What follows belongs to an exercise in optimizing a design on an open flow for small area, a short achievable clock period and few clock cycles per item; a production flow would make more cautious choices. In this exercise RTL edits were held to simulation tests only and were not proved equivalent to the original.

--- flow/config.mk ---
export PLATFORM = sky130hd
export DESIGN_NAME = R_CORDIC_Unit
export DESIGN_NICKNAME = R_CORDIC_Unit
export VERILOG_FILES = /design/flow/design.v
export SDC_FILE = /design/flow/constraint.sdc
export NUM_CORES = 4
export LEC_CHECK = 0
export CAP_MARGIN = 20
export CORE_MARGIN = 2
export CORE_UTILIZATION = 60
export CTS_BUF_LIST = sky130_fd_sc_hd__clkbuf_8
export PLACE_DENSITY = 0.8
export SLEW_MARGIN = 20
--- flow/constraint.sdc ---
create_clock -name core_clock -period 10.0 [get_ports {clk}]
set_input_delay 2.0000 -clock core_clock [delete_from_list [all_inputs] [get_ports {clk}]]
set_output_delay 2.0000 -clock core_clock [all_outputs]
set_load 0.01 [all_outputs]
--- flow/design.v ---
module LUT (
    input      [14:0] step,     
    output reg [31:0] value
);
    always @(*) begin
        value = 32'h0;
        if (step[0]) value = value | 32'h2D000000;
        if (step[1]) value = value | 32'h1A90F0F5;
        if (step[2]) value = value | 32'h0E0926A5;
        if (step[3]) value = value | 32'h072023D0;
        if (step[4]) value = value | 32'h03937ABF;
        if (step[5]) value = value | 32'h01C95CAD;
        if (step[6]) value = value | 32'h00E492E5;
        if (step[7]) value = value | 32'h00722D16;
        if (step[8]) value = value | 32'h00391D3F;
        if (step[9]) value = value | 32'h001CC3DD;
        if (step[10]) value = value | 32'h000E2487;
        if (step[11]) value = value | 32'h00072290;
        if (step[12]) value = value | 32'h0003917C;
        if (step[13]) value = value | 32'h0001E66E;
        if (step[14]) value = value | 32'h0000E557;
    end
endmodule
module add_sk (input [31:0] a, input [31:0] b, input cin, output [31:0] s);
  wire [31:0] p = a ^ b;
  wire [31:0] g0 = a & b;
  wire gc0 = g0[0] | (p[0] & cin);
  wire g_0_1 = g0[1] | (p[1] & gc0);
  wire p_0_1 = p[1] & p[0];
  wire g_0_3 = g0[3] | (p[3] & g0[2]);
  wire p_0_3 = p[3] & p[2];
  wire g_0_5 = g0[5] | (p[5] & g0[4]);
  wire p_0_5 = p[5] & p[4];
  wire g_0_7 = g0[7] | (p[7] & g0[6]);
  wire p_0_7 = p[7] & p[6];
  wire g_0_9 = g0[9] | (p[9] & g0[8]);
  wire p_0_9 = p[9] & p[8];
  wire g_0_11 = g0[11] | (p[11] & g0[10]);
  wire p_0_11 = p[11] & p[10];
  wire g_0_13 = g0[13] | (p[13] & g0[12]);
  wire p_0_13 = p[13] & p[12];
  wire g_0_15 = g0[15] | (p[15] & g0[14]);
  wire p_0_15 = p[15] & p[14];
  wire g_0_17 = g0[17] | (p[17] & g0[16]);
  wire p_0_17 = p[17] & p[16];
  wire g_0_19 = g0[19] | (p[19] & g0[18]);
  wire p_0_19 = p[19] & p[18];
  wire g_0_21 = g0[21] | (p[21] & g0[20]);
  wire p_0_21 = p[21] & p[20];
  wire g_0_23 = g0[23] | (p[23] & g0[22]);
  wire p_0_23 = p[23] & p[22];
  wire g_0_25 = g0[25] | (p[25] & g0[24]);
  wire p_0_25 = p[25] & p[24];
  wire g_0_27 = g0[27] | (p[27] & g0[26]);
  wire p_0_27 = p[27] & p[26];
  wire g_0_29 = g0[29] | (p[29] & g0[28]);
  wire p_0_29 = p[29] & p[28];
  wire g_0_31 = g0[31] | (p[31] & g0[30]);
  wire p_0_31 = p[31] & p[30];
  wire g_1_2 = g0[2] | (p[2] & g_0_1);
  wire p_1_2 = p[2] & p_0_1;
  wire g_1_3 = g_0_3 | (p_0_3 & g_0_1);
  wire p_1_3 = p_0_3 & p_0_1;
  wire g_1_6 = g0[6] | (p[6] & g_0_5);
  wire p_1_6 = p[6] & p_0_5;
  wire g_1_7 = g_0_7 | (p_0_7 & g_0_5);
  wire p_1_7 = p_0_7 & p_0_5;
  wire g_1_10 = g0[10] | (p[10] & g_0_9);
  wire p_1_10 = p[10] & p_0_9;
  wire g_1_11 = g_0_11 | (p_0_11 & g_0_9);
  wire p_1_11 = p_0_11 & p_0_9;
  wire g_1_14 = g0[14] | (p[14] & g_0_13);
  wire p_1_14 = p[14] & p_0_13;
  wire g_1_15 = g_0_15 | (p_0_15 & g_0_13);
  wire p_1_15 = p_0_15 & p_0_13;
  wire g_1_18 = g0[18] | (p[18] & g_0_17);
  wire p_1_18 = p[18] & p_0_17;
  wire g_1_19 = g_0_19 | (p_0_19 & g_0_17);
  wire p_1_19 = p_0_19 & p_0_17;
  wire g_1_22 = g0[22] | (p[22] & g_0_21);
  wire p_1_22 = p[22] & p_0_21;
  wire g_1_23 = g_0_23 | (p_0_23 & g_0_21);
  wire p_1_23 = p_0_23 & p_0_21;
  wire g_1_26 = g0[26] | (p[26] & g_0_25);
  wire p_1_26 = p[26] & p_0_25;
  wire g_1_27 = g_0_27 | (p_0_27 & g_0_25);
  wire p_1_27 = p_0_27 & p_0_25;
  wire g_1_30 = g0[30] | (p[30] & g_0_29);
  wire p_1_30 = p[30] & p_0_29;
  wire g_1_31 = g_0_31 | (p_0_31 & g_0_29);
  wire p_1_31 = p_0_31 & p_0_29;
  wire g_2_4 = g0[4] | (p[4] & g_1_3);
  wire p_2_4 = p[4] & p_1_3;
  wire g_2_5 = g_0_5 | (p_0_5 & g_1_3);
  wire p_2_5 = p_0_5 & p_1_3;
  wire g_2_6 = g_1_6 | (p_1_6 & g_1_3);
  wire p_2_6 = p_1_6 & p_1_3;
  wire g_2_7 = g_1_7 | (p_1_7 & g_1_3);
  wire p_2_7 = p_1_7 & p_1_3;
  wire g_2_12 = g0[12] | (p[12] & g_1_11);
  wire p_2_12 = p[12] & p_1_11;
  wire g_2_13 = g_0_13 | (p_0_13 & g_1_11);
  wire p_2_13 = p_0_13 & p_1_11;
  wire g_2_14 = g_1_14 | (p_1_14 & g_1_11);
  wire p_2_14 = p_1_14 & p_1_11;
  wire g_2_15 = g_1_15 | (p_1_15 & g_1_11);
  wire p_2_15 = p_1_15 & p_1_11;
  wire g_2_20 = g0[20] | (p[20] & g_1_19);
  wire p_2_20 = p[20] & p_1_19;
  wire g_2_21 = g_0_21 | (p_0_21 & g_1_19);
  wire p_2_21 = p_0_21 & p_1_19;
  wire g_2_22 = g_1_22 | (p_1_22 & g_1_19);
  wire p_2_22 = p_1_22 & p_1_19;
  wire g_2_23 = g_1_23 | (p_1_23 & g_1_19);
  wire p_2_23 = p_1_23 & p_1_19;
  wire g_2_28 = g0[28] | (p[28] & g_1_27);
  wire p_2_28 = p[28] & p_1_27;
  wire g_2_29 = g_0_29 | (p_0_29 & g_1_27);
  wire p_2_29 = p_0_29 & p_1_27;
  wire g_2_30 = g_1_30 | (p_1_30 & g_1_27);
  wire p_2_30 = p_1_30 & p_1_27;
  wire g_2_31 = g_1_31 | (p_1_31 & g_1_27);
  wire p_2_31 = p_1_31 & p_1_27;
  wire g_3_8 = g0[8] | (p[8] & g_2_7);
  wire p_3_8 = p[8] & p_2_7;
  wire g_3_9 = g_0_9 | (p_0_9 & g_2_7);
  wire p_3_9 = p_0_9 & p_2_7;
  wire g_3_10 = g_1_10 | (p_1_10 & g_2_7);
  wire p_3_10 = p_1_10 & p_2_7;
  wire g_3_11 = g_1_11 | (p_1_11 & g_2_7);
  wire p_3_11 = p_1_11 & p_2_7;
  wire g_3_12 = g_2_12 | (p_2_12 & g_2_7);
  wire p_3_12 = p_2_12 & p_2_7;
  wire g_3_13 = g_2_13 | (p_2_13 & g_2_7);
  wire p_3_13 = p_2_13 & p_2_7;
  wire g_3_14 = g_2_14 | (p_2_14 & g_2_7);
  wire p_3_14 = p_2_14 & p_2_7;
  wire g_3_15 = g_2_15 | (p_2_15 & g_2_7);
  wire p_3_15 = p_2_15 & p_2_7;
  wire g_3_24 = g0[24] | (p[24] & g_2_23);
  wire p_3_24 = p[24] & p_2_23;
  wire g_3_25 = g_0_25 | (p_0_25 & g_2_23);
  wire p_3_25 = p_0_25 & p_2_23;
  wire g_3_26 = g_1_26 | (p_1_26 & g_2_23);
  wire p_3_26 = p_1_26 & p_2_23;
  wire g_3_27 = g_1_27 | (p_1_27 & g_2_23);
  wire p_3_27 = p_1_27 & p_2_23;
  wire g_3_28 = g_2_28 | (p_2_28 & g_2_23);
  wire p_3_28 = p_2_28 & p_2_23;
  wire g_3_29 = g_2_29 | (p_2_29 & g_2_23);
  wire p_3_29 = p_2_29 & p_2_23;
  wire g_3_30 = g_2_30 | (p_2_30 & g_2_23);
  wire p_3_30 = p_2_30 & p_2_23;
  wire g_3_31 = g_2_31 | (p_2_31 & g_2_23);
  wire p_3_31 = p_2_31 & p_2_23;
  wire g_4_16 = g0[16] | (p[16] & g_3_15);
  wire p_4_16 = p[16] & p_3_15;
  wire g_4_17 = g_0_17 | (p_0_17 & g_3_15);
  wire p_4_17 = p_0_17 & p_3_15;
  wire g_4_18 = g_1_18 | (p_1_18 & g_3_15);
  wire p_4_18 = p_1_18 & p_3_15;
  wire g_4_19 = g_1_19 | (p_1_19 & g_3_15);
  wire p_4_19 = p_1_19 & p_3_15;
  wire g_4_20 = g_2_20 | (p_2_20 & g_3_15);
  wire p_4_20 = p_2_20 & p_3_15;
  wire g_4_21 = g_2_21 | (p_2_21 & g_3_15);
  wire p_4_21 = p_2_21 & p_3_15;
  wire g_4_22 = g_2_22 | (p_2_22 & g_3_15);
  wire p_4_22 = p_2_22 & p_3_15;
  wire g_4_23 = g_2_23 | (p_2_23 & g_3_15);
  wire p_4_23 = p_2_23 & p_3_15;
  wire g_4_24 = g_3_24 | (p_3_24 & g_3_15);
  wire p_4_24 = p_3_24 & p_3_15;
  wire g_4_25 = g_3_25 | (p_3_25 & g_3_15);
  wire p_4_25 = p_3_25 & p_3_15;
  wire g_4_26 = g_3_26 | (p_3_26 & g_3_15);
  wire p_4_26 = p_3_26 & p_3_15;
  wire g_4_27 = g_3_27 | (p_3_27 & g_3_15);
  wire p_4_27 = p_3_27 & p_3_15;
  wire g_4_28 = g_3_28 | (p_3_28 & g_3_15);
  wire p_4_28 = p_3_28 & p_3_15;
  wire g_4_29 = g_3_29 | (p_3_29 & g_3_15);
  wire p_4_29 = p_3_29 & p_3_15;
  wire g_4_30 = g_3_30 | (p_3_30 & g_3_15);
  wire p_4_30 = p_3_30 & p_3_15;
  wire g_4_31 = g_3_31 | (p_3_31 & g_3_15);
  wire p_4_31 = p_3_31 & p_3_15;
  assign s = p ^ {g_4_30, g_4_29, g_4_28, g_4_27, g_4_26, g_4_25, g_4_24, g_4_23, g_4_22, g_4_21, g_4_20, g_4_19, g_4_18, g_4_17, g_4_16, g_3_15, g_3_14, g_3_13, g_3_12, g_3_11, g_3_10, g_3_9, g_3_8, g_2_7, g_2_6, g_2_5, g_2_4, g_1_3, g_1_2, g_0_1, gc0, cin};
endmodule
module rsh (
    input  [31:0] d,
    input  [3:0]  lo,
    input  [3:0]  hi,
    output [31:0] q
);
    wire [46:0] de = {{15{d[31]}}, d};
    wire [43:0] t;
    genvar j;
    generate
        for (j = 0; j < 44; j = j + 1) begin : s1
            assign t[j] = (lo[0] & de[j]) | (lo[1] & de[j + 1]) |
                          (lo[2] & de[j + 2]) | (lo[3] & de[j + 3]);
        end
        for (j = 0; j < 32; j = j + 1) begin : s2
            assign q[j] = (hi[0] & t[j]) | (hi[1] & t[j + 4]) |
                          (hi[2] & t[j + 8]) | (hi[3] & t[j + 12]);
        end
    endgenerate
endmodule
module R_CORDIC (
    input  [31:0] x,
    output [31:0] s,
    output [31:0] c,
    output [4:0]  cin       
);
    wire w1 = x[31] ^ ~x[27];
    wire w2 = x[31] & ~x[27];
    wire w3 = ~x[28] ^ x[24];
    wire w4 = ~x[28] & x[24];
    wire w5 = ~x[29] ^ x[25];
    wire w6 = ~x[29] & x[25];
    wire w7 = ~x[30] ^ x[26];
    wire w8 = ~x[30] & x[26];
    wire w9 = ~x[15] ^ ~x[11];
    wire w10 = ~x[15] & ~x[11];
    wire w11 = ~x[16] ^ ~x[12];
    wire w12 = ~x[16] & ~x[12];
    wire w13 = ~x[17] ^ ~x[13];
    wire w14 = ~x[17] & ~x[13];
    wire w15 = ~x[18] ^ ~x[14] ^ x[10];
    wire w16 = (~x[18] & ~x[14]) | (~x[18] & x[10]) | (~x[14] & x[10]);
    wire w17 = x[8] ^ ~x[6];
    wire w18 = x[8] & ~x[6];
    wire w19 = ~x[19] ^ ~x[15] ^ x[11];
    wire w20 = (~x[19] & ~x[15]) | (~x[19] & x[11]) | (~x[15] & x[11]);
    wire w21 = x[9] ^ ~x[7];
    wire w22 = x[9] & ~x[7];
    wire w23 = ~x[20] ^ ~x[16] ^ x[12];
    wire w24 = (~x[20] & ~x[16]) | (~x[20] & x[12]) | (~x[16] & x[12]);
    wire w25 = x[10] ^ ~x[8];
    wire w26 = x[10] & ~x[8];
    wire w27 = ~x[21] ^ ~x[17] ^ x[13];
    wire w28 = (~x[21] & ~x[17]) | (~x[21] & x[13]) | (~x[17] & x[13]);
    wire w29 = x[11] ^ ~x[9] ^ ~x[6];
    wire w30 = (x[11] & ~x[9]) | (x[11] & ~x[6]) | (~x[9] & ~x[6]);
    wire w31 = ~x[22] ^ ~x[18] ^ x[14];
    wire w32 = (~x[22] & ~x[18]) | (~x[22] & x[14]) | (~x[18] & x[14]);
    wire w33 = x[12] ^ ~x[10] ^ ~x[7];
    wire w34 = (x[12] & ~x[10]) | (x[12] & ~x[7]) | (~x[10] & ~x[7]);
    wire w35 = ~x[23] ^ ~x[19] ^ x[15];
    wire w36 = (~x[23] & ~x[19]) | (~x[23] & x[15]) | (~x[19] & x[15]);
    wire w37 = x[13] ^ ~x[11] ^ ~x[8];
    wire w38 = (x[13] & ~x[11]) | (x[13] & ~x[8]) | (~x[11] & ~x[8]);
    wire w39 = ~x[5] ^ x[2];
    wire w40 = ~x[5] & x[2];
    wire w41 = ~x[24] ^ ~x[20] ^ x[16];
    wire w42 = (~x[24] & ~x[20]) | (~x[24] & x[16]) | (~x[20] & x[16]);
    wire w43 = x[14] ^ ~x[12] ^ ~x[9];
    wire w44 = (x[14] & ~x[12]) | (x[14] & ~x[9]) | (~x[12] & ~x[9]);
    wire w45 = ~x[6] ^ x[3] ^ x[1];
    wire w46 = (~x[6] & x[3]) | (~x[6] & x[1]) | (x[3] & x[1]);
    wire w47 = ~x[25] ^ ~x[21] ^ x[17];
    wire w48 = (~x[25] & ~x[21]) | (~x[25] & x[17]) | (~x[21] & x[17]);
    wire w49 = x[15] ^ ~x[13] ^ ~x[10];
    wire w50 = (x[15] & ~x[13]) | (x[15] & ~x[10]) | (~x[13] & ~x[10]);
    wire w51 = ~x[7] ^ x[4] ^ x[2];
    wire w52 = (~x[7] & x[4]) | (~x[7] & x[2]) | (x[4] & x[2]);
    wire w53 = ~x[26] ^ ~x[22] ^ x[18];
    wire w54 = (~x[26] & ~x[22]) | (~x[26] & x[18]) | (~x[22] & x[18]);
    wire w55 = x[16] ^ ~x[14] ^ ~x[11];
    wire w56 = (x[16] & ~x[14]) | (x[16] & ~x[11]) | (~x[14] & ~x[11]);
    wire w57 = ~x[8] ^ x[5] ^ x[3];
    wire w58 = (~x[8] & x[5]) | (~x[8] & x[3]) | (x[5] & x[3]);
    wire w59 = ~x[27] ^ ~x[23] ^ x[19];
    wire w60 = (~x[27] & ~x[23]) | (~x[27] & x[19]) | (~x[23] & x[19]);
    wire w61 = x[17] ^ ~x[15] ^ ~x[12];
    wire w62 = (x[17] & ~x[15]) | (x[17] & ~x[12]) | (~x[15] & ~x[12]);
    wire w63 = ~x[9] ^ x[6] ^ x[4];
    wire w64 = (~x[9] & x[6]) | (~x[9] & x[4]) | (x[6] & x[4]);
    wire w65 = ~x[28] ^ ~x[24] ^ x[20];
    wire w66 = (~x[28] & ~x[24]) | (~x[28] & x[20]) | (~x[24] & x[20]);
    wire w67 = x[18] ^ ~x[16] ^ ~x[13];
    wire w68 = (x[18] & ~x[16]) | (x[18] & ~x[13]) | (~x[16] & ~x[13]);
    wire w69 = ~x[10] ^ x[7] ^ x[5];
    wire w70 = (~x[10] & x[7]) | (~x[10] & x[5]) | (x[7] & x[5]);
    wire w71 = ~x[29] ^ ~x[25] ^ x[21];
    wire w72 = (~x[29] & ~x[25]) | (~x[29] & x[21]) | (~x[25] & x[21]);
    wire w73 = x[19] ^ ~x[17] ^ ~x[14];
    wire w74 = (x[19] & ~x[17]) | (x[19] & ~x[14]) | (~x[17] & ~x[14]);
    wire w75 = ~x[11] ^ x[8] ^ x[6];
    wire w76 = (~x[11] & x[8]) | (~x[11] & x[6]) | (x[8] & x[6]);
    wire w77 = ~x[30] ^ ~x[26] ^ x[22];
    wire w78 = (~x[30] & ~x[26]) | (~x[30] & x[22]) | (~x[26] & x[22]);
    wire w79 = x[20] ^ ~x[18] ^ ~x[15];
    wire w80 = (x[20] & ~x[18]) | (x[20] & ~x[15]) | (~x[18] & ~x[15]);
    wire w81 = ~x[12] ^ x[9] ^ x[7];
    wire w82 = (~x[12] & x[9]) | (~x[12] & x[7]) | (x[9] & x[7]);
    wire w83 = w1 ^ x[23] ^ x[21];
    wire w84 = (w1 & x[23]) | (w1 & x[21]) | (x[23] & x[21]);
    wire w85 = ~x[19] ^ ~x[16] ^ ~x[13];
    wire w86 = (~x[19] & ~x[16]) | (~x[19] & ~x[13]) | (~x[16] & ~x[13]);
    wire w87 = x[10] ^ x[8] ^ 1'b1;
    wire w88 = (x[10] & x[8]) | (x[10] & 1'b1) | (x[8] & 1'b1);
    wire w89 = w3 ^ x[22] ^ ~x[20];
    wire w90 = (w3 & x[22]) | (w3 & ~x[20]) | (x[22] & ~x[20]);
    wire w91 = ~x[17] ^ ~x[14] ^ x[11];
    wire w92 = (~x[17] & ~x[14]) | (~x[17] & x[11]) | (~x[14] & x[11]);
    wire w93 = x[9] ^ 1'b1 ^ w2;
    wire w94 = (x[9] & 1'b1) | (x[9] & w2) | (1'b1 & w2);
    wire w95 = w5 ^ x[23] ^ ~x[21];
    wire w96 = (w5 & x[23]) | (w5 & ~x[21]) | (x[23] & ~x[21]);
    wire w97 = ~x[18] ^ ~x[15] ^ x[12];
    wire w98 = (~x[18] & ~x[15]) | (~x[18] & x[12]) | (~x[15] & x[12]);
    wire w99 = x[10] ^ 1'b1 ^ w4;
    wire w100 = (x[10] & 1'b1) | (x[10] & w4) | (1'b1 & w4);
    wire w101 = w7 ^ x[24] ^ ~x[22];
    wire w102 = (w7 & x[24]) | (w7 & ~x[22]) | (x[24] & ~x[22]);
    wire w103 = ~x[19] ^ ~x[16] ^ x[13];
    wire w104 = (~x[19] & ~x[16]) | (~x[19] & x[13]) | (~x[16] & x[13]);
    wire w105 = x[11] ^ 1'b1 ^ w6;
    wire w106 = (x[11] & 1'b1) | (x[11] & w6) | (1'b1 & w6);
    wire w107 = x[31] ^ x[27] ^ x[25];
    wire w108 = (x[31] & x[27]) | (x[31] & x[25]) | (x[27] & x[25]);
    wire w109 = ~x[23] ^ ~x[20] ^ ~x[17];
    wire w110 = (~x[23] & ~x[20]) | (~x[23] & ~x[17]) | (~x[20] & ~x[17]);
    wire w111 = x[14] ^ x[12] ^ w8;
    wire w112 = (x[14] & x[12]) | (x[14] & w8) | (x[12] & w8);
    wire w113 = x[28] ^ x[26] ^ ~x[24];
    wire w114 = (x[28] & x[26]) | (x[28] & ~x[24]) | (x[26] & ~x[24]);
    wire w115 = ~x[21] ^ ~x[18] ^ x[15];
    wire w116 = (~x[21] & ~x[18]) | (~x[21] & x[15]) | (~x[18] & x[15]);
    wire w117 = x[13] ^ 1'b1;
    wire w118 = x[13] & 1'b1;
    wire w119 = x[29] ^ x[27] ^ ~x[25];
    wire w120 = (x[29] & x[27]) | (x[29] & ~x[25]) | (x[27] & ~x[25]);
    wire w121 = ~x[22] ^ ~x[19] ^ x[16];
    wire w122 = (~x[22] & ~x[19]) | (~x[22] & x[16]) | (~x[19] & x[16]);
    wire w123 = x[14] ^ 1'b1;
    wire w124 = x[14] & 1'b1;
    wire w125 = x[30] ^ x[28] ^ ~x[26];
    wire w126 = (x[30] & x[28]) | (x[30] & ~x[26]) | (x[28] & ~x[26]);
    wire w127 = ~x[23] ^ ~x[20] ^ x[17];
    wire w128 = (~x[23] & ~x[20]) | (~x[23] & x[17]) | (~x[20] & x[17]);
    wire w129 = x[15] ^ 1'b1;
    wire w130 = x[15] & 1'b1;
    wire w131 = ~x[31] ^ x[29] ^ ~x[27];
    wire w132 = (~x[31] & x[29]) | (~x[31] & ~x[27]) | (x[29] & ~x[27]);
    wire w133 = ~x[24] ^ ~x[21] ^ x[18];
    wire w134 = (~x[24] & ~x[21]) | (~x[24] & x[18]) | (~x[21] & x[18]);
    wire w135 = x[30] ^ ~x[28] ^ ~x[25];
    wire w136 = (x[30] & ~x[28]) | (x[30] & ~x[25]) | (~x[28] & ~x[25]);
    wire w137 = ~x[22] ^ x[19];
    wire w138 = ~x[22] & x[19];
    wire w139 = ~x[31] ^ ~x[29] ^ ~x[26];
    wire w140 = (~x[31] & ~x[29]) | (~x[31] & ~x[26]) | (~x[29] & ~x[26]);
    wire w141 = ~x[30] ^ ~x[27];
    wire w142 = ~x[30] & ~x[27];
    wire w143 = ~x[12] ^ ~x[8] ^ x[4];
    wire w144 = (~x[12] & ~x[8]) | (~x[12] & x[4]) | (~x[8] & x[4]);
    wire w145 = ~x[13] ^ ~x[9] ^ x[5];
    wire w146 = (~x[13] & ~x[9]) | (~x[13] & x[5]) | (~x[9] & x[5]);
    wire w147 = ~x[14] ^ ~x[10] ^ x[6];
    wire w148 = (~x[14] & ~x[10]) | (~x[14] & x[6]) | (~x[10] & x[6]);
    wire w149 = w9 ^ x[7] ^ x[5];
    wire w150 = (w9 & x[7]) | (w9 & x[5]) | (x[7] & x[5]);
    wire w151 = ~x[3] ^ ~x[0];
    wire w152 = ~x[3] & ~x[0];
    wire w153 = w11 ^ x[8] ^ x[6];
    wire w154 = (w11 & x[8]) | (w11 & x[6]) | (x[8] & x[6]);
    wire w155 = ~x[4] ^ ~x[1] ^ w10;
    wire w156 = (~x[4] & ~x[1]) | (~x[4] & w10) | (~x[1] & w10);
    wire w157 = w13 ^ x[9] ^ x[7];
    wire w158 = (w13 & x[9]) | (w13 & x[7]) | (x[9] & x[7]);
    wire w159 = ~x[5] ^ ~x[2] ^ w12;
    wire w160 = (~x[5] & ~x[2]) | (~x[5] & w12) | (~x[2] & w12);
    wire w161 = w15 ^ w17 ^ ~x[3];
    wire w162 = (w15 & w17) | (w15 & ~x[3]) | (w17 & ~x[3]);
    wire w163 = ~x[0] ^ 1'b1 ^ w14;
    wire w164 = (~x[0] & 1'b1) | (~x[0] & w14) | (1'b1 & w14);
    wire w165 = w19 ^ w21 ^ ~x[4];
    wire w166 = (w19 & w21) | (w19 & ~x[4]) | (w21 & ~x[4]);
    wire w167 = ~x[1] ^ w16 ^ w18;
    wire w168 = (~x[1] & w16) | (~x[1] & w18) | (w16 & w18);
    wire w169 = w23 ^ w25 ^ ~x[5];
    wire w170 = (w23 & w25) | (w23 & ~x[5]) | (w25 & ~x[5]);
    wire w171 = ~x[2] ^ w20 ^ w22;
    wire w172 = (~x[2] & w20) | (~x[2] & w22) | (w20 & w22);
    wire w173 = w27 ^ w29 ^ ~x[3];
    wire w174 = (w27 & w29) | (w27 & ~x[3]) | (w29 & ~x[3]);
    wire w175 = x[0] ^ w24 ^ w26;
    wire w176 = (x[0] & w24) | (x[0] & w26) | (w24 & w26);
    wire w177 = w31 ^ w33 ^ ~x[4];
    wire w178 = (w31 & w33) | (w31 & ~x[4]) | (w33 & ~x[4]);
    wire w179 = x[1] ^ w28 ^ w30;
    wire w180 = (x[1] & w28) | (x[1] & w30) | (w28 & w30);
    wire w181 = w35 ^ w37 ^ w39;
    wire w182 = (w35 & w37) | (w35 & w39) | (w37 & w39);
    wire w183 = x[0] ^ w32 ^ w34;
    wire w184 = (x[0] & w32) | (x[0] & w34) | (w32 & w34);
    wire w185 = w41 ^ w43 ^ w45;
    wire w186 = (w41 & w43) | (w41 & w45) | (w43 & w45);
    wire w187 = w36 ^ w38 ^ w40;
    wire w188 = (w36 & w38) | (w36 & w40) | (w38 & w40);
    wire w189 = w47 ^ w49 ^ w51;
    wire w190 = (w47 & w49) | (w47 & w51) | (w49 & w51);
    wire w191 = w42 ^ w44 ^ w46;
    wire w192 = (w42 & w44) | (w42 & w46) | (w44 & w46);
    wire w193 = w53 ^ w55 ^ w57;
    wire w194 = (w53 & w55) | (w53 & w57) | (w55 & w57);
    wire w195 = w48 ^ w50 ^ w52;
    wire w196 = (w48 & w50) | (w48 & w52) | (w50 & w52);
    wire w197 = w59 ^ w61 ^ w63;
    wire w198 = (w59 & w61) | (w59 & w63) | (w61 & w63);
    wire w199 = w54 ^ w56 ^ w58;
    wire w200 = (w54 & w56) | (w54 & w58) | (w56 & w58);
    wire w201 = w65 ^ w67 ^ w69;
    wire w202 = (w65 & w67) | (w65 & w69) | (w67 & w69);
    wire w203 = w60 ^ w62 ^ w64;
    wire w204 = (w60 & w62) | (w60 & w64) | (w62 & w64);
    wire w205 = w71 ^ w73 ^ w75;
    wire w206 = (w71 & w73) | (w71 & w75) | (w73 & w75);
    wire w207 = w66 ^ w68 ^ w70;
    wire w208 = (w66 & w68) | (w66 & w70) | (w68 & w70);
    wire w209 = w77 ^ w79 ^ w81;
    wire w210 = (w77 & w79) | (w77 & w81) | (w79 & w81);
    wire w211 = w72 ^ w74 ^ w76;
    wire w212 = (w72 & w74) | (w72 & w76) | (w74 & w76);
    wire w213 = w83 ^ w85 ^ w87;
    wire w214 = (w83 & w85) | (w83 & w87) | (w85 & w87);
    wire w215 = w78 ^ w80 ^ w82;
    wire w216 = (w78 & w80) | (w78 & w82) | (w80 & w82);
    wire w217 = w89 ^ w91 ^ w93;
    wire w218 = (w89 & w91) | (w89 & w93) | (w91 & w93);
    wire w219 = w84 ^ w86 ^ w88;
    wire w220 = (w84 & w86) | (w84 & w88) | (w86 & w88);
    wire w221 = w95 ^ w97 ^ w99;
    wire w222 = (w95 & w97) | (w95 & w99) | (w97 & w99);
    wire w223 = w90 ^ w92 ^ w94;
    wire w224 = (w90 & w92) | (w90 & w94) | (w92 & w94);
    wire w225 = w101 ^ w103 ^ w105;
    wire w226 = (w101 & w103) | (w101 & w105) | (w103 & w105);
    wire w227 = w96 ^ w98 ^ w100;
    wire w228 = (w96 & w98) | (w96 & w100) | (w98 & w100);
    wire w229 = w107 ^ w109 ^ w111;
    wire w230 = (w107 & w109) | (w107 & w111) | (w109 & w111);
    wire w231 = w102 ^ w104 ^ w106;
    wire w232 = (w102 & w104) | (w102 & w106) | (w104 & w106);
    wire w233 = w113 ^ w115 ^ w117;
    wire w234 = (w113 & w115) | (w113 & w117) | (w115 & w117);
    wire w235 = w108 ^ w110 ^ w112;
    wire w236 = (w108 & w110) | (w108 & w112) | (w110 & w112);
    wire w237 = w119 ^ w121 ^ w123;
    wire w238 = (w119 & w121) | (w119 & w123) | (w121 & w123);
    wire w239 = w114 ^ w116 ^ w118;
    wire w240 = (w114 & w116) | (w114 & w118) | (w116 & w118);
    wire w241 = w125 ^ w127 ^ w129;
    wire w242 = (w125 & w127) | (w125 & w129) | (w127 & w129);
    wire w243 = w120 ^ w122 ^ w124;
    wire w244 = (w120 & w122) | (w120 & w124) | (w122 & w124);
    wire w245 = w131 ^ w133 ^ x[16];
    wire w246 = (w131 & w133) | (w131 & x[16]) | (w133 & x[16]);
    wire w247 = w126 ^ w128 ^ w130;
    wire w248 = (w126 & w128) | (w126 & w130) | (w128 & w130);
    wire w249 = w135 ^ w137 ^ x[17];
    wire w250 = (w135 & w137) | (w135 & x[17]) | (w137 & x[17]);
    wire w251 = 1'b1 ^ w132 ^ w134;
    wire w252 = (1'b1 & w132) | (1'b1 & w134) | (w132 & w134);
    wire w253 = w139 ^ ~x[23] ^ x[20];
    wire w254 = (w139 & ~x[23]) | (w139 & x[20]) | (~x[23] & x[20]);
    wire w255 = x[18] ^ w136 ^ w138;
    wire w256 = (x[18] & w136) | (x[18] & w138) | (w136 & w138);
    wire w257 = w141 ^ ~x[24] ^ x[21];
    wire w258 = (w141 & ~x[24]) | (w141 & x[21]) | (~x[24] & x[21]);
    wire w259 = x[19] ^ 1'b1 ^ w140;
    wire w260 = (x[19] & 1'b1) | (x[19] & w140) | (1'b1 & w140);
    wire w261 = x[31] ^ ~x[28] ^ ~x[25];
    wire w262 = (x[31] & ~x[28]) | (x[31] & ~x[25]) | (~x[28] & ~x[25]);
    wire w263 = x[22] ^ x[20] ^ w142;
    wire w264 = (x[22] & x[20]) | (x[22] & w142) | (x[20] & w142);
    wire w265 = ~x[29] ^ ~x[26] ^ x[23];
    wire w266 = (~x[29] & ~x[26]) | (~x[29] & x[23]) | (~x[26] & x[23]);
    wire w267 = x[21] ^ 1'b1;
    wire w268 = x[21] & 1'b1;
    wire w269 = ~x[30] ^ ~x[27] ^ x[24];
    wire w270 = (~x[30] & ~x[27]) | (~x[30] & x[24]) | (~x[27] & x[24]);
    wire w271 = x[22] ^ 1'b1;
    wire w272 = x[22] & 1'b1;
    wire w273 = x[31] ^ ~x[28] ^ x[25];
    wire w274 = (x[31] & ~x[28]) | (x[31] & x[25]) | (~x[28] & x[25]);
    wire w275 = ~x[29] ^ x[26];
    wire w276 = ~x[29] & x[26];
    wire w277 = ~x[30] ^ x[27];
    wire w278 = ~x[30] & x[27];
    wire w279 = ~x[10] ^ ~x[6];
    wire w280 = ~x[10] & ~x[6];
    wire w281 = ~x[11] ^ ~x[7] ^ x[3];
    wire w282 = (~x[11] & ~x[7]) | (~x[11] & x[3]) | (~x[7] & x[3]);
    wire w283 = w143 ^ x[2] ^ ~x[0];
    wire w284 = (w143 & x[2]) | (w143 & ~x[0]) | (x[2] & ~x[0]);
    wire w285 = w145 ^ x[3] ^ ~x[1];
    wire w286 = (w145 & x[3]) | (w145 & ~x[1]) | (x[3] & ~x[1]);
    wire w287 = w147 ^ x[4] ^ ~x[2];
    wire w288 = (w147 & x[4]) | (w147 & ~x[2]) | (x[4] & ~x[2]);
    wire w289 = w149 ^ w151 ^ 1'b1;
    wire w290 = (w149 & w151) | (w149 & 1'b1) | (w151 & 1'b1);
    wire w291 = w153 ^ w155 ^ w150;
    wire w292 = (w153 & w155) | (w153 & w150) | (w155 & w150);
    wire w293 = w157 ^ w159 ^ w154;
    wire w294 = (w157 & w159) | (w157 & w154) | (w159 & w154);
    wire w295 = w161 ^ w163 ^ w158;
    wire w296 = (w161 & w163) | (w161 & w158) | (w163 & w158);
    wire w297 = w165 ^ w167 ^ w162;
    wire w298 = (w165 & w167) | (w165 & w162) | (w167 & w162);
    wire w299 = w169 ^ w171 ^ w166;
    wire w300 = (w169 & w171) | (w169 & w166) | (w171 & w166);
    wire w301 = w173 ^ w175 ^ w170;
    wire w302 = (w173 & w175) | (w173 & w170) | (w175 & w170);
    wire w303 = w177 ^ w179 ^ w174;
    wire w304 = (w177 & w179) | (w177 & w174) | (w179 & w174);
    wire w305 = w181 ^ w183 ^ w178;
    wire w306 = (w181 & w183) | (w181 & w178) | (w183 & w178);
    wire w307 = w185 ^ w187 ^ w182;
    wire w308 = (w185 & w187) | (w185 & w182) | (w187 & w182);
    wire w309 = w189 ^ w191 ^ w186;
    wire w310 = (w189 & w191) | (w189 & w186) | (w191 & w186);
    wire w311 = w193 ^ w195 ^ w190;
    wire w312 = (w193 & w195) | (w193 & w190) | (w195 & w190);
    wire w313 = w197 ^ w199 ^ w194;
    wire w314 = (w197 & w199) | (w197 & w194) | (w199 & w194);
    wire w315 = w201 ^ w203 ^ w198;
    wire w316 = (w201 & w203) | (w201 & w198) | (w203 & w198);
    wire w317 = w205 ^ w207 ^ w202;
    wire w318 = (w205 & w207) | (w205 & w202) | (w207 & w202);
    wire w319 = w209 ^ w211 ^ w206;
    wire w320 = (w209 & w211) | (w209 & w206) | (w211 & w206);
    wire w321 = w213 ^ w215 ^ w210;
    wire w322 = (w213 & w215) | (w213 & w210) | (w215 & w210);
    wire w323 = w217 ^ w219 ^ w214;
    wire w324 = (w217 & w219) | (w217 & w214) | (w219 & w214);
    wire w325 = w221 ^ w223 ^ w218;
    wire w326 = (w221 & w223) | (w221 & w218) | (w223 & w218);
    wire w327 = w225 ^ w227 ^ w222;
    wire w328 = (w225 & w227) | (w225 & w222) | (w227 & w222);
    wire w329 = w229 ^ w231 ^ w226;
    wire w330 = (w229 & w231) | (w229 & w226) | (w231 & w226);
    wire w331 = w233 ^ w235 ^ w230;
    wire w332 = (w233 & w235) | (w233 & w230) | (w235 & w230);
    wire w333 = w237 ^ w239 ^ w234;
    wire w334 = (w237 & w239) | (w237 & w234) | (w239 & w234);
    wire w335 = w241 ^ w243 ^ w238;
    wire w336 = (w241 & w243) | (w241 & w238) | (w243 & w238);
    wire w337 = w245 ^ w247 ^ w242;
    wire w338 = (w245 & w247) | (w245 & w242) | (w247 & w242);
    wire w339 = w249 ^ w251 ^ w246;
    wire w340 = (w249 & w251) | (w249 & w246) | (w251 & w246);
    wire w341 = w253 ^ w255 ^ w250;
    wire w342 = (w253 & w255) | (w253 & w250) | (w255 & w250);
    wire w343 = w257 ^ w259 ^ w254;
    wire w344 = (w257 & w259) | (w257 & w254) | (w259 & w254);
    wire w345 = w261 ^ w263 ^ w258;
    wire w346 = (w261 & w263) | (w261 & w258) | (w263 & w258);
    wire w347 = w265 ^ w267 ^ w262;
    wire w348 = (w265 & w267) | (w265 & w262) | (w267 & w262);
    wire w349 = w269 ^ w271 ^ w266;
    wire w350 = (w269 & w271) | (w269 & w266) | (w271 & w266);
    wire w351 = w273 ^ x[23] ^ w270;
    wire w352 = (w273 & x[23]) | (w273 & w270) | (x[23] & w270);
    wire w353 = w275 ^ x[24] ^ 1'b1;
    wire w354 = (w275 & x[24]) | (w275 & 1'b1) | (x[24] & 1'b1);
    wire w355 = w277 ^ x[25] ^ 1'b1;
    wire w356 = (w277 & x[25]) | (w277 & 1'b1) | (x[25] & 1'b1);
    wire w357 = x[31] ^ x[28] ^ x[26];
    wire w358 = (x[31] & x[28]) | (x[31] & x[26]) | (x[28] & x[26]);
    wire w359 = x[29] ^ x[27];
    wire w360 = x[29] & x[27];
    wire w361 = x[30] ^ x[28];
    wire w362 = x[30] & x[28];
    wire w363 = ~x[4] ^ ~x[0];
    wire w364 = ~x[4] & ~x[0];
    wire w365 = ~x[5] ^ ~x[1];
    wire w366 = ~x[5] & ~x[1];
    wire w367 = ~x[6] ^ ~x[2];
    wire w368 = ~x[6] & ~x[2];
    wire w369 = ~x[7] ^ ~x[3];
    wire w370 = ~x[7] & ~x[3];
    wire w371 = ~x[8] ^ ~x[4] ^ x[0];
    wire w372 = (~x[8] & ~x[4]) | (~x[8] & x[0]) | (~x[4] & x[0]);
    wire w373 = ~x[9] ^ ~x[5] ^ x[1];
    wire w374 = (~x[9] & ~x[5]) | (~x[9] & x[1]) | (~x[5] & x[1]);
    wire w375 = w279 ^ x[2] ^ x[0];
    wire w376 = (w279 & x[2]) | (w279 & x[0]) | (x[2] & x[0]);
    wire w377 = w281 ^ x[1] ^ w280;
    wire w378 = (w281 & x[1]) | (w281 & w280) | (x[1] & w280);
    wire w379 = w283 ^ 1'b1 ^ w282;
    wire w380 = (w283 & 1'b1) | (w283 & w282) | (1'b1 & w282);
    wire w381 = w285 ^ w144 ^ w284;
    wire w382 = (w285 & w144) | (w285 & w284) | (w144 & w284);
    wire w383 = w287 ^ w146 ^ w286;
    wire w384 = (w287 & w146) | (w287 & w286) | (w146 & w286);
    wire w385 = w289 ^ w148 ^ w288;
    wire w386 = (w289 & w148) | (w289 & w288) | (w148 & w288);
    wire w387 = w291 ^ w152 ^ w290;
    wire w388 = (w291 & w152) | (w291 & w290) | (w152 & w290);
    wire w389 = w293 ^ w156 ^ w292;
    wire w390 = (w293 & w156) | (w293 & w292) | (w156 & w292);
    wire w391 = w295 ^ w160 ^ w294;
    wire w392 = (w295 & w160) | (w295 & w294) | (w160 & w294);
    wire w393 = w297 ^ w164 ^ w296;
    wire w394 = (w297 & w164) | (w297 & w296) | (w164 & w296);
    wire w395 = w299 ^ w168 ^ w298;
    wire w396 = (w299 & w168) | (w299 & w298) | (w168 & w298);
    wire w397 = w301 ^ w172 ^ w300;
    wire w398 = (w301 & w172) | (w301 & w300) | (w172 & w300);
    wire w399 = w303 ^ w176 ^ w302;
    wire w400 = (w303 & w176) | (w303 & w302) | (w176 & w302);
    wire w401 = w305 ^ w180 ^ w304;
    wire w402 = (w305 & w180) | (w305 & w304) | (w180 & w304);
    wire w403 = w307 ^ w184 ^ w306;
    wire w404 = (w307 & w184) | (w307 & w306) | (w184 & w306);
    wire w405 = w309 ^ w188 ^ w308;
    wire w406 = (w309 & w188) | (w309 & w308) | (w188 & w308);
    wire w407 = w311 ^ w192 ^ w310;
    wire w408 = (w311 & w192) | (w311 & w310) | (w192 & w310);
    wire w409 = w313 ^ w196 ^ w312;
    wire w410 = (w313 & w196) | (w313 & w312) | (w196 & w312);
    wire w411 = w315 ^ w200 ^ w314;
    wire w412 = (w315 & w200) | (w315 & w314) | (w200 & w314);
    wire w413 = w317 ^ w204 ^ w316;
    wire w414 = (w317 & w204) | (w317 & w316) | (w204 & w316);
    wire w415 = w319 ^ w208 ^ w318;
    wire w416 = (w319 & w208) | (w319 & w318) | (w208 & w318);
    wire w417 = w321 ^ w212 ^ w320;
    wire w418 = (w321 & w212) | (w321 & w320) | (w212 & w320);
    wire w419 = w323 ^ w216 ^ w322;
    wire w420 = (w323 & w216) | (w323 & w322) | (w216 & w322);
    wire w421 = w325 ^ w220 ^ w324;
    wire w422 = (w325 & w220) | (w325 & w324) | (w220 & w324);
    wire w423 = w327 ^ w224 ^ w326;
    wire w424 = (w327 & w224) | (w327 & w326) | (w224 & w326);
    wire w425 = w329 ^ w228 ^ w328;
    wire w426 = (w329 & w228) | (w329 & w328) | (w228 & w328);
    wire w427 = w331 ^ w232 ^ w330;
    wire w428 = (w331 & w232) | (w331 & w330) | (w232 & w330);
    wire w429 = w333 ^ w236 ^ w332;
    wire w430 = (w333 & w236) | (w333 & w332) | (w236 & w332);
    wire w431 = w335 ^ w240 ^ w334;
    wire w432 = (w335 & w240) | (w335 & w334) | (w240 & w334);
    wire w433 = w337 ^ w244 ^ w336;
    wire w434 = (w337 & w244) | (w337 & w336) | (w244 & w336);
    wire w435 = w339 ^ w248 ^ w338;
    wire w436 = (w339 & w248) | (w339 & w338) | (w248 & w338);
    wire w437 = w341 ^ w252 ^ w340;
    wire w438 = (w341 & w252) | (w341 & w340) | (w252 & w340);
    wire w439 = w343 ^ w256 ^ w342;
    wire w440 = (w343 & w256) | (w343 & w342) | (w256 & w342);
    wire w441 = w345 ^ w260 ^ w344;
    wire w442 = (w345 & w260) | (w345 & w344) | (w260 & w344);
    wire w443 = w347 ^ w264 ^ w346;
    wire w444 = (w347 & w264) | (w347 & w346) | (w264 & w346);
    wire w445 = w349 ^ w268 ^ w348;
    wire w446 = (w349 & w268) | (w349 & w348) | (w268 & w348);
    wire w447 = w351 ^ w272 ^ w350;
    wire w448 = (w351 & w272) | (w351 & w350) | (w272 & w350);
    wire w449 = w353 ^ w274 ^ w352;
    wire w450 = (w353 & w274) | (w353 & w352) | (w274 & w352);
    wire w451 = w355 ^ w276 ^ w354;
    wire w452 = (w355 & w276) | (w355 & w354) | (w276 & w354);
    wire w453 = w357 ^ w278 ^ w356;
    wire w454 = (w357 & w278) | (w357 & w356) | (w278 & w356);
    wire w455 = w359 ^ 1'b1 ^ w358;
    wire w456 = (w359 & 1'b1) | (w359 & w358) | (1'b1 & w358);
    wire w457 = w361 ^ 1'b1 ^ w360;
    wire w458 = (w361 & 1'b1) | (w361 & w360) | (1'b1 & w360);
    wire w459 = ~x[31] ^ x[29] ^ w362;
    wire w460 = (~x[31] & x[29]) | (~x[31] & w362) | (x[29] & w362);
    wire w461 = x[30] ^ 1'b1;
    wire w462 = x[30] & 1'b1;
    wire [23:0] la = {w401, w399, w397, w395, w393, w391, w389, w387, w385, w383, w381, w379, w377, w375, w373, w371, w369, w367, w365, w363, ~x[3], ~x[2], ~x[1], ~x[0]};
    wire [23:0] lb = {w400, w398, w396, w394, w392, w390, w388, w386, w384, w382, w380, w378, w376, w374, w372, w370, w368, w366, w364, 1'b1, 1'b0, 1'b0, 1'b0, 1'b1};
    wire [23:0] lg = la & lb;
    wire [23:0] lp = la | lb;
    wire cg1 = lg[1] | (lp[1] & lg[0]);
    wire cp1 = lp[1] & lp[0];
    wire cg2 = lg[3] | (lp[3] & lg[2]);
    wire cp2 = lp[3] & lp[2];
    wire cg3 = lg[5] | (lp[5] & lg[4]);
    wire cp3 = lp[5] & lp[4];
    wire cg4 = lg[7] | (lp[7] & lg[6]);
    wire cp4 = lp[7] & lp[6];
    wire cg5 = cg2 | (cp2 & cg1);
    wire cp5 = cp2 & cp1;
    wire cg6 = cg4 | (cp4 & cg3);
    wire cp6 = cp4 & cp3;
    wire cg7 = cg6 | (cp6 & cg5);
    wire cp7 = cp6 & cp5;
    wire cg8 = lg[9] | (lp[9] & lg[8]);
    wire cp8 = lp[9] & lp[8];
    wire cg9 = lg[11] | (lp[11] & lg[10]);
    wire cp9 = lp[11] & lp[10];
    wire cg10 = lg[13] | (lp[13] & lg[12]);
    wire cp10 = lp[13] & lp[12];
    wire cg11 = lg[15] | (lp[15] & lg[14]);
    wire cp11 = lp[15] & lp[14];
    wire cg12 = cg9 | (cp9 & cg8);
    wire cp12 = cp9 & cp8;
    wire cg13 = cg11 | (cp11 & cg10);
    wire cp13 = cp11 & cp10;
    wire cg14 = cg13 | (cp13 & cg12);
    wire cp14 = cp13 & cp12;
    wire cg15 = lg[17] | (lp[17] & lg[16]);
    wire cp15 = lp[17] & lp[16];
    wire cg16 = lg[19] | (lp[19] & lg[18]);
    wire cp16 = lp[19] & lp[18];
    wire cg17 = lg[21] | (lp[21] & lg[20]);
    wire cp17 = lp[21] & lp[20];
    wire cg18 = lg[23] | (lp[23] & lg[22]);
    wire cp18 = lp[23] & lp[22];
    wire cg19 = cg16 | (cp16 & cg15);
    wire cp19 = cp16 & cp15;
    wire cg20 = cg18 | (cp18 & cg17);
    wire cp20 = cp18 & cp17;
    wire cg21 = cg20 | (cp20 & cg19);
    wire cp21 = cp20 & cp19;
    assign cin = {cg21, cp21, cg14, cp14, cg7};
    assign s = {1'b1, ~x[31], w461, w459, w457, w455, w453, w451, w449, w447, w445, w443, w441, w439, w437, w435, w433, w431, w429, w427, w425, w423, w421, w419, w417, w415, w413, w411, w409, w407, w405, w403};
    assign c = {1'b0, w462, w460, w458, w456, w454, w452, w450, w448, w446, w444, w442, w440, w438, w436, w434, w432, w430, w428, w426, w424, w422, w420, w418, w416, w414, w412, w410, w408, w406, w404, w402};
endmodule
module R_CORDIC_Unit (
    input signed [31:0]      i_data_1,
    input signed [31:0]      i_data_2,
    input signed [31:0]      angle,
    input                    en,
    input                    rst,
    input                    clk,
    output signed [31:0]     o_data_1,
    output signed [31:0]     o_data_2,
    output                   done_flag
);
    reg        busy, done;
    reg signed [31:0] bx, by, ba;
    reg        [4:0]  bc;          
    reg        [3:0]  sxl, sxh;    
    reg        [3:0]  syl, syh;    
    reg        [17:0] oh;          
    reg        [31:0] t;           
    reg               fin;     
    reg               hold;    
    reg               sgx;     
    reg               sgy_n;   
    reg               sga_n;   
    wire m1 = oh[15];
    wire m2 = oh[16];
    wire m3 = oh[17];
    wire        fin_n  = !en && busy && (m1 || m2);
    wire        hold_n = !en && busy && m2;
    wire [3:0]  nl = en ? 4'd1 : {oh[2] | oh[6] | oh[10],
                                  oh[1] | oh[5] | oh[9]  | oh[13],
                                  oh[0] | oh[4] | oh[8]  | oh[12],
                                  oh[3] | oh[7] | oh[11]};
    wire [3:0]  nh = en ? 4'd1 : {oh[11] | oh[12] | oh[13],
                                  oh[7]  | oh[8]  | oh[9]  | oh[10],
                                  oh[3]  | oh[4]  | oh[5]  | oh[6],
                                  oh[0]  | oh[1]  | oh[2]};
    wire [17:0] oh_n = en ? 18'd1 : oh << 1;
    wire [31:0] t_n;
    LUT lut (.step(oh_n[14:0]), .value(t_n));
    wire c24  = bc[4] | (bc[3] & (bc[2] | (bc[1] & bc[0])));
    wire cinx = sgx | (fin & c24);
    wire [31:0] sx, sy;
    rsh rsh_x (.d(bx), .lo(sxl), .hi(sxh), .q(sx));
    rsh rsh_y (.d(by), .lo(syl), .hi(syh), .q(sy));
    wire [31:0] nx, ny, na;
    add_sk add_x (.a(bx), .b(sy ^ {32{sgx}}),   .cin(cinx),  .s(nx));
    add_sk add_y (.a(by), .b(sx ^ {32{sgy_n}}), .cin(sgy_n), .s(ny));
    add_sk add_a (.a(ba), .b(t  ^ {32{sga_n}}), .cin(sga_n), .s(na));
    wire [31:0] ks, kc;
    wire [4:0]  kci;
    R_CORDIC gain (.x(ba), .s(ks), .c(kc), .cin(kci));
    wire [31:0] ba_n = en ? angle : m1 ? by : (m2 || oh[14]) ? nx : na;
    wire        sg_n = en ? angle[31] : na[31];
    always @(posedge clk or posedge rst) begin
        if (rst) begin
            busy <= 1'b0;
            done <= 1'b0;
        end else begin
            done <= busy && m3;
            if (en)
                busy <= 1'b1;
            else if (m3)
                busy <= 1'b0;
        end
    end
    always @(posedge clk) begin
        bc    <= kci;
        fin   <= fin_n;
        hold  <= hold_n;
        sxl   <= nl;
        sxh   <= nh;
        syl   <= fin_n ? 4'd1 : nl;
        syh   <= fin_n ? 4'd1 : nh;
        oh    <= oh_n;
        t     <= t_n;
        sgx   <= sg_n & ~fin_n;
        sgy_n <= ~sg_n;
        sga_n <= ~(sg_n | hold_n);
        ba    <= ba_n;
        if (en) begin
            bx <= i_data_1;
            by <= i_data_2;
        end else if (m1 | m2) begin
            bx <= ks;
            by <= kc;
        end else begin
            bx <= nx;
            by <= ny;
        end
    end
    assign o_data_1  = ba;
    assign o_data_2  = bx;
    assign done_flag = done;
endmodule
--- flow/flow/run.sh ---
#!/bin/bash
set -euo pipefail
export BUFFER_PORTS_ARGS="-buffer_cell sky130_fd_sc_hd__buf_1"
export SETUP_SLACK_MARGIN=5.75
bash standard.sh > standard.log 2>&1
--- flow/standard.sh ---
#!/bin/bash
# synth_recipe.tcl (not shown) runs the flow's synth.tcl, then flattens the netlist and writes it again
# the make line also repeats each setting of config.mk as NAME=value (left out here)
make -C /OpenROAD-flow-scripts/flow DESIGN_CONFIG=/design/flow/config.mk WORK_HOME=/design/flow/orfs CLKGATE_MAP_FILE= SYNTH_SCRIPT=/design/flow/synth_recipe.tcl "${@:-finish}"
==> run summary <==
The mean area per synthesized cell is 8.77 um2, and the final RePlAce weighted congestion is 1.04. In the layout the commonest cells are sky130_fd_sc_hd__inv_1, sky130_fd_sc_hd__nand2_1, sky130_fd_sc_hd__fa_1. The logs give 0 for the number of nets with antenna violations after detailed routing and 21.2% for the worst relative slew slack.

The clock tree root driver cell was sky130_fd_sc_hd__clkbuf_8. The layout has 2,575 filler cells. The largest driver fanout on the critical path is 31, and the share of layout cells above drive strength 1 is 6.16%. TritonCTS created 17 clock buffers. The run gives 0 as the final hold violation count. The most common cell after layout, fill and taps aside is sky130_fd_sc_hd__inv_1. The hold path startpoint was oh[17]$_SDFF_PP0_.

For the total area of multi-input combinational cells, the log shows 13,800 um2. Setup repair after global routing could not meet its margin everywhere. Subtracting the final worst setup slack from the clock period gives 4.23 ns. In the routed design, unresolved DRC markers number 0. The final-report setup violation count is 0, and the starting utilization of the core area is 60.6%. The final period utilization came out at 42.3%.

The worst hold path belongs to the class flop to flop. The average wire per cell in the routed design came out at 24.3 um. In the final layout, flip-flops and latches occupy 3470 um2.

In the final timing run, aggregate negative setup slack is 0 ns. Layout net count: 2,650. The insertion delay of the later-clocked pin in the worst-skew pair is 0.50 ns, and the area of the mapped netlist is 18,400 um2.

After legalization and detailed placement, the total HPWL measured 50,200 um. The setup slack after placement was 5.41 ns; the data required time at the worst endpoint was 10.36 ns. The clock passes through at most 2 buffers. TritonCTS built the clock tree.

The final worst hold slack was 0.447 ns; the count of distinct cell types in the synthesized netlist was 69. Startpoint class of the critical path: a flop. The async set or reset register ratio after synthesis is 1.18%. Entering global routing, the biggest net connects 100 pins.

Yosys printed 2 warnings. In this run, synthesis inferred 0 flip-flops with an integrated enable. Sequential element share of the synthesized area: 18.5%. The number of max-cap violations was 0.

Global routing used 39.7% of the available tracks. The slew of the pin with the lowest slew margin works out to 1.17 ns. The via count of the first global-routing pass came out at 16,603.

The run gives 4 as the level count of the clock H-tree. By startpoint and endpoint, the worst setup path is classified as flop to flop. The cts-stage hold buffer count is 0, and the core footprint is 30,400 um2. The max-slew violation count was 0. The routed via count divided by cell count works out to 6.59. The final route contains 17,270 vias. Synthesis produced a netlist with a net count of 2,539. The number of top-level pins is 164, and the final wirelength is 63,600 um. Static timing analysis puts the maximum clock frequency at 237 MHz.

After synthesis the netlist holds a flip-flop and latch count of 170. The number of antenna violations at the first check in global routing was 0. Row generation in the floorplan step produced 64 rows. The tools report the data arrival time of the worst path as 4.59 ns. The run finished with no timing, DRC or antenna violations.

In the synthesized netlist the dominant register cell turns out to be sky130_fd_sc_hd__dfxtp_1. The die covers 32,200 um2. After clock tree synthesis, the clock-pin slew on the worst setup and hold paths is 0.11 ns.

In this run the vertical extent of the chip is 179 um. The repair_antennas step left the layout with diodes totalling 0. The total overflow left after global routing is 0.

The cell count after synthesis came out at 2,103. Clock tree synthesis found a total of 170 sinks. The first detailed-routing pass ran for 7 iterations.

During placement, the flow inserted port buffers numbering 163. In this run the critical register-to-register path is launched from sxl[3]$_DFF_P_. The logs give 0.0168 ns for the largest clock skew in the final design and 5.77 ns for the worst setup slack after layout. The worst setup path startpoint is sxl[3]$_DFF_P_. Measured along the x axis, the die boundary spans 179 um.

The first global-routing pass estimated 94,900 um of wire. Compared with the post-synthesis result, the final layout area differs by 8.42%. Type of destination of the critical path: a flop. After the first detailed-routing iteration, the DRC count stood at 2,079.
## through the flow
step	std cells	cell area [um2]	utilization, %
after global placement	2569	19300	63.3
final	2621	20000	65.7
after floorplan	2103	18400	-
after detailed placement	2569	19300	63.4
after CTS	2599	19700	64.7
after global routing	2621	20000	65.7
## flip-flops by register name, indices dropped and copies added, names as in the netlist, 5 cells and up
register / flops
t: 29
oh: 18
ba: 32
by: 32
bc: 5
bx: 32
## routing by layer
| layer | up-vias | part of all wire [%] | global-route usage [%] |
|---|---|---|---|
| met5 | - | 0 | 0 |
| met4 | 0 | 8.1 | 26.8 |
| met3 | 265 | 11 | 8.95 |
| met2 | 1224 | 43 | 60.2 |
| met1 | 8239 | 37 | 50.7 |
| li1 | 7542 | - | - |
## synth_stat cells (6+ instances only)
| master | n | area (um2) |
|---|---|---|
| sky130_fd_sc_hd__a211oi_1 | 21 | 158 |
| sky130_fd_sc_hd__a21boi_0 | 6 | 45.0 |
| sky130_fd_sc_hd__a21o_1 | 27 | 203 |
| sky130_fd_sc_hd__a21oi_1 | 111 | 556 |
| sky130_fd_sc_hd__a221o_1 | 6 | 60.1 |
| sky130_fd_sc_hd__a221oi_1 | 39 | 342 |
| sky130_fd_sc_hd__a222oi_1 | 11 | 110 |
| sky130_fd_sc_hd__a22o_1 | 29 | 254 |
| sky130_fd_sc_hd__a22oi_1 | 145 | 1090 |
| sky130_fd_sc_hd__a31oi_1 | 13 | 81.3 |
| sky130_fd_sc_hd__and2_1 | 13 | 81.3 |
| sky130_fd_sc_hd__and3_1 | 7 | 43.8 |
| sky130_fd_sc_hd__buf_1 | 10 | 37.5 |
| sky130_fd_sc_hd__buf_4 | 6 | 45.0 |
| sky130_fd_sc_hd__clkbuf_1 | 96 | 360 |
| sky130_fd_sc_hd__dfxtp_1 | 168 | 3360 |
| sky130_fd_sc_hd__fa_1 | 205 | 4100 |
| sky130_fd_sc_hd__ha_1 | 132 | 1650 |
| sky130_fd_sc_hd__inv_1 | 235 | 882 |
| sky130_fd_sc_hd__maj3_1 | 7 | 70.1 |
| sky130_fd_sc_hd__mux2i_1 | 32 | 320 |
| sky130_fd_sc_hd__nand2_1 | 214 | 803 |
| sky130_fd_sc_hd__nand2b_1 | 8 | 50.1 |
| sky130_fd_sc_hd__nand3_1 | 24 | 120 |
| sky130_fd_sc_hd__nand4_1 | 8 | 50.1 |
| sky130_fd_sc_hd__nor2_1 | 93 | 349 |
| sky130_fd_sc_hd__nor2b_1 | 21 | 131 |
| sky130_fd_sc_hd__nor3_1 | 29 | 145 |
| sky130_fd_sc_hd__nor3b_1 | 6 | 45.0 |
| sky130_fd_sc_hd__nor4_1 | 8 | 50.1 |
| sky130_fd_sc_hd__o21a_1 | 16 | 120 |
| sky130_fd_sc_hd__o21ai_0 | 93 | 465 |
| sky130_fd_sc_hd__o21bai_1 | 7 | 52.6 |
| sky130_fd_sc_hd__o22ai_1 | 12 | 75.1 |
| sky130_fd_sc_hd__o31ai_1 | 6 | 45.0 |
| sky130_fd_sc_hd__or2_2 | 6 | 37.5 |
| sky130_fd_sc_hd__or3_1 | 12 | 75.1 |
| sky130_fd_sc_hd__xnor2_1 | 84 | 736 |
| sky130_fd_sc_hd__xor2_1 | 69 | 604 |
## cell type report
class | count | share of cell area (%)
clock buffer | 17 | 1.17
clock inverter | 13 | 0.826
inverter | 236 | 4.56
multi-input combinational | 1585 | 69.0
sequential | 170 | 17.3
tap | 396 | 2.48
timing repair buffer | 204 | 4.65
## cells by family after synthesis
family	count (synthesis)	share of synthesized area, %
AOI/OAI and AO/OA	589	22.1
and+or+nand+nor	465	11.4
buffers and inverters	348	7.20
adders and majority gates	344	31.6
DFF	170	18.5
xor gates and xnor gates	153	7.26
muxes	34	1.86
## final timing paths
path	depth (start not counted)	to	slack, ns
worst min-delay path	1	busy$_DFFE_PP0P_	0.45
max in group asynchronous	2	busy$_DFFE_PP0P_	8.58
worst min register to register	1	busy$_DFFE_PP0P_	0.45
min in group asynchronous	2	done$_DFF_PP0_	1.32
worst max-delay path	15	by[28]$_DFF_P_	5.77
worst max register to register	15	by[28]$_DFF_P_	5.77
## worst max-delay path: stages (launching register included)
cell                       delay (ns)
sky130_fd_sc_hd__dfxtp_4         0.47
sky130_fd_sc_hd__a22oi_1         0.27
sky130_fd_sc_hd__nand2_2         0.16
sky130_fd_sc_hd__a22o_1          0.25
sky130_fd_sc_hd__a221oi_1        0.27
sky130_fd_sc_hd__xnor2_1         0.23
sky130_fd_sc_hd__ha_1            0.30
sky130_fd_sc_hd__nand2_1         0.07
sky130_fd_sc_hd__o21ai_1         0.08
sky130_fd_sc_hd__a221o_1         0.37
sky130_fd_sc_hd__o211a_1         0.31
sky130_fd_sc_hd__o2111a_2        0.30
sky130_fd_sc_hd__o21a_1          0.18
sky130_fd_sc_hd__or4_1           0.49
sky130_fd_sc_hd__a311oi_2        0.27
sky130_fd_sc_hd__a21oi_1         0.06
## repair_timing
item                                    CTS  global route
pin swaps                                 0             2
gates cloned                              0             0
gates resized for setup                  12            46
endpoints found under the setup margin   51            51
setup buffers                             0            22
Testbench counts, summed over its fixed seeds: cycles 9,736, items 512.

[separate check: timing with driven ports]
No port has a modelled driver above. Below, the same layout with a new extraction and two added sets of constraints.
Step 1: set_driving_cell puts a clkbuf_16 on clk and a buf_2 on each other input, an assumption about the parent block.
Step 2 adds t to the input delays and takes it off the output delays; t is the mean of the earliest and latest rising clock arrival at the registers after step 1. Input paths then give back, and output paths get back, about the clock's delay inside the block.
Slacks: no drivers / after step 1 / after step 2; pairs: no drivers / after step 1.
shift t [ns]: 0.540
slack for setup (ns): 5.772 / 5.772 / 5.650
cell pins on the clock port's net: 1
After both steps this run still meets setup and hold. The setup slack of this run moves by 0.000 ns with the drivers and by -0.122 ns with both steps.
